This design comes from an exercise in tuning for small area and a short achievable clock period on the open sky130 flow, not from production work.
The RTL was checked by simulation tests, not by an equivalence proof against the original design.
No activity file was given, so power comes from the tool's default toggle rates.

==> inputs of job 6998 <==
==> flow/design.v (excerpt) <==
module FPM(A, B, SUM, clk);
  input [31:0] A, B;
  input clk;
  output [31:0] SUM;
  wire       s0_sgn = A[31] ^ B[31];
  wire [7:0] s0_exp = A[30:23] + B[30:23] + 8'h81;
  wire [24:0] q = {1'b1, B[22:0], 1'b0};
  wire [11:0] one, two, neg;
  wire [24:0] m = {1'b1, A[22:0], 1'b0};   
  genvar gi, gj;
  generate for (gi = 0; gi < 12; gi = gi + 1) begin : enc
    assign one[gi] = q[2*gi+1] ^ q[2*gi];
    assign two[gi] = (q[2*gi+2] & ~q[2*gi+1] & ~q[2*gi]) | (~q[2*gi+2] & q[2*gi+1] & q[2*gi]);
    assign neg[gi] = q[2*gi+2] & ~(q[2*gi+1] & q[2*gi]);
  end endgenerate
  wire [24:0] pp [0:11];
  generate for (gi = 0; gi < 12; gi = gi + 1) begin : rw
    for (gj = 0; gj < 25; gj = gj + 1) begin : col
      if (gj == 24)
        assign pp[gi][gj] = two[gi] ^ neg[gi];
      else
        assign pp[gi][gj] = ((one[gi] & m[gj+1]) | (two[gi] & m[gj])) ^ neg[gi];
    end
  end endgenerate
  wire n1 = ~neg[0];
  wire n2 = ~neg[1];
  wire n3 = ~neg[2];
  wire n4 = ~neg[3];
  wire n5 = ~neg[4];
  wire n6 = ~neg[5];
  wire n7 = ~neg[6];
  wire n8 = ~neg[7];
  wire n9 = ~neg[8];
  wire n10 = ~neg[9];
  wire n11 = ~neg[10];
  wire n12 = ~neg[11];
  wire n13, n14;
  fpm_x3 xn13 (neg[1], pp[0][2], pp[1][0], n13);
  fpm_mj mn14 (neg[1], pp[0][2], pp[1][0], n14);
  wire n15, n16;
  fpm_x3 xn15 (neg[2], pp[0][4], pp[1][2], n15);
  fpm_mj mn16 (neg[2], pp[0][4], pp[1][2], n16);
  wire n17, n18;
  fpm_x3 xn17 (pp[0][5], pp[1][3], pp[2][1], n17);
  fpm_mj mn18 (pp[0][5], pp[1][3], pp[2][1], n18);
  wire n19, n20;
  fpm_x3 xn19 (neg[3], pp[0][6], pp[1][4], n19);
  fpm_mj mn20 (neg[3], pp[0][6], pp[1][4], n20);
  wire n21, n22;
  fpm_x3 xn21 (pp[0][7], pp[1][5], pp[2][3], n21);
  fpm_mj mn22 (pp[0][7], pp[1][5], pp[2][3], n22);
  wire n23, n24;
  fpm_x3 xn23 (neg[4], pp[0][8], pp[1][6], n23);
  fpm_mj mn24 (neg[4], pp[0][8], pp[1][6], n24);
  wire n25, n26;
  fpm_x3 xn25 (pp[2][4], pp[3][2], pp[4][0], n25);
  fpm_mj mn26 (pp[2][4], pp[3][2], pp[4][0], n26);
  wire n27, n28;
  fpm_x3 xn27 (pp[0][9], pp[1][7], pp[2][5], n27);
  fpm_mj mn28 (pp[0][9], pp[1][7], pp[2][5], n28);
  wire n29, n30;
  fpm_x3 xn29 (neg[5], pp[0][10], pp[1][8], n29);
  fpm_mj mn30 (neg[5], pp[0][10], pp[1][8], n30);
  wire n31, n32;
  ...
make LEC_CHECK=0 CAP_MARGIN=20 CORE_MARGIN=2 CORE_UTILIZATION=55 SETUP_SLACK_MARGIN=1.2 SLEW_MARGIN=20 SYNTH_HIERARCHICAL=1 SYNTH_MINIMUM_KEEP_SIZE=0 finish   # period 3.0 ns
run.sh (not shown) runs the stock make flow with config.mk's settings and CLKGATE_MAP_FILE= SYNTH_SCRIPT=/design/flow/synth_recipe.tcl, a recipe that flattens the netlist after the stock synthesis.
==> job 8486 (differences from job 6998) <==
- SETUP_SLACK_MARGIN: 1.2 -> not set
==> impl_summary.txt <==
----------------------------------------------------
[Worst setup path]
  Crit Path Max Fanout ... 5
  Reg-to-reg slack, setup ... 0.36 ns

[Outcome]
  Run status ... timing/DRC/antenna clean

[Final layout]
  Final cell utilization of the core ... 0.813
  Count of plain and timing-repair buffers in the layout ... 679
  Area added between synthesis and finish ... 45.4%
  Register share of the cell area ... 0.304

[Power and ir drop]
  Worst IR Drop VDD ... 762 µV
  Clock net power ... 8.91 mW
  Logic pwr share ... 0.448

[Route]
  DR WL met2 ... 41900 µm

[Global routing]
  Wire length of the first global-routing pass ... 133000 µm

----------------------------------------------------
That was job 6998.
==> impl_summary.txt <==
----------------------------------------------------
[Outcome]
  Run status ... timing/DRC/antenna clean

[Power and ir drop]
  Worst IR Drop VDD ... 675 µV
  Logic pwr share ... 0.411
  Clock net power ... 8.81 mW

[Route]
  DR WL met2 ... 31200 µm

[Final layout]
  Count of plain and timing-repair buffers in the layout ... 308
  Final cell utilization of the core ... 0.670
  Register share of the cell area ... 0.368

[Global routing]
  Wire length of the first global-routing pass ... 111000 µm
  All-Layer GR Usage ... 0.259

[Worst setup path]
  Reg-to-reg slack, setup ... 0.16 ns

----------------------------------------------------
That was job 8486.


==> maple: inputs <==
Another version of the RTL of FPM (not shown whole).
export LEC_CHECK = 0
export CAP_MARGIN = 20
export CORE_MARGIN = 2
export CORE_UTILIZATION = 55
export CTS_CLUSTER_DIAMETER = 100
export CTS_CLUSTER_SIZE = 32
export SETUP_SLACK_MARGIN = 1.0
export SLEW_MARGIN = 20
export SYNTH_HIERARCHICAL = 1
export SYNTH_MINIMUM_KEEP_SIZE = 0
create_clock -name core_clock -period 3.0 [get_ports {clk}]
standard.sh (not shown) runs the stock make flow with config.mk's settings and CLKGATE_MAP_FILE= SYNTH_SCRIPT=/design/flow/synth_recipe.tcl, a recipe that flattens the netlist after the stock synthesis.
==> flow/flow/run.sh <==
#!/bin/bash
# Layout: the standard ORFS flow (standard.sh, unchanged synthesis and
# steps), except that the buffers global placement puts on the input and
# output ports are plain buffers (buf_2, resized later as timing needs)
# instead of the delay cell buffer_ports picks by default.
set -euo pipefail
cd "$(dirname "$0")/.."
export BUFFER_PORTS_ARGS="-buffer_cell sky130_fd_sc_hd__buf_2"
bash standard.sh > standard_flow.log 2>&1
==> juniper: changes against maple <==
--- a/flow/config.mk
+++ b/flow/config.mk
@@ -9,6 +9,6 @@
 export CORE_MARGIN = 2
-export CORE_UTILIZATION = 55
+export CORE_UTILIZATION = 62
 export CTS_CLUSTER_DIAMETER = 100
 export CTS_CLUSTER_SIZE = 32
-export SETUP_SLACK_MARGIN = 1.0
+export SETUP_SLACK_MARGIN = 0.95
 export SLEW_MARGIN = 20
==> garnet: changes against maple <==
--- a/flow/config.mk
+++ b/flow/config.mk
@@ -10,5 +10,5 @@
 export CORE_UTILIZATION = 55
-export CTS_CLUSTER_DIAMETER = 100
-export CTS_CLUSTER_SIZE = 32
-export SETUP_SLACK_MARGIN = 1.0
+export CTS_CLUSTER_DIAMETER = 90
+export CTS_CLUSTER_SIZE = 28
+export SETUP_SLACK_MARGIN = 0.95
 export SLEW_MARGIN = 20
==> notes <==
- Global-route usage, highest first: juniper, garnet, maple.
- Hold slack, lowest first: maple, garnet, juniper.
- In juniper the power is lower than in maple, by about 0.6%.
- Count of clock-buffer cells in the layout, highest first: garnet, maple, juniper.

-- separate check: timing with driven ports --
No port has a modelled driver above. Below, the same layouts with a new extraction and two added sets of constraints.
Step 1 sets driving cells, clkbuf_16 on the clock port and buf_2 on the other inputs (assumed; they add their load-dependent delay and slew).
Step 2 also shifts input and output timing later by t, the mid clock arrival at the registers, as if the neighbouring blocks saw the same clock.
Three values: no drivers, after step 1, after step 2; two values: the first two.
run	t (ns)	setup slack, ns	pins driven straight from the clock port
job 6998	0.657	0.363 / 0.363 / 0.131	1
job 8486	0.671	0.163 / 0.163 / -0.343	1
maple	0.649	0.995 / 0.995 / 0.516	1
juniper	0.641	0.977 / 0.977 / 0.513	1
garnet	0.661	0.983 / 0.983 / 0.486	1
With both steps, setup timing fails in job 8486, where it was met with ideal ports. For job 8486, which loses most, drivers alone change the setup slack by 0.000 ns; drivers and shift together by -0.506 ns.
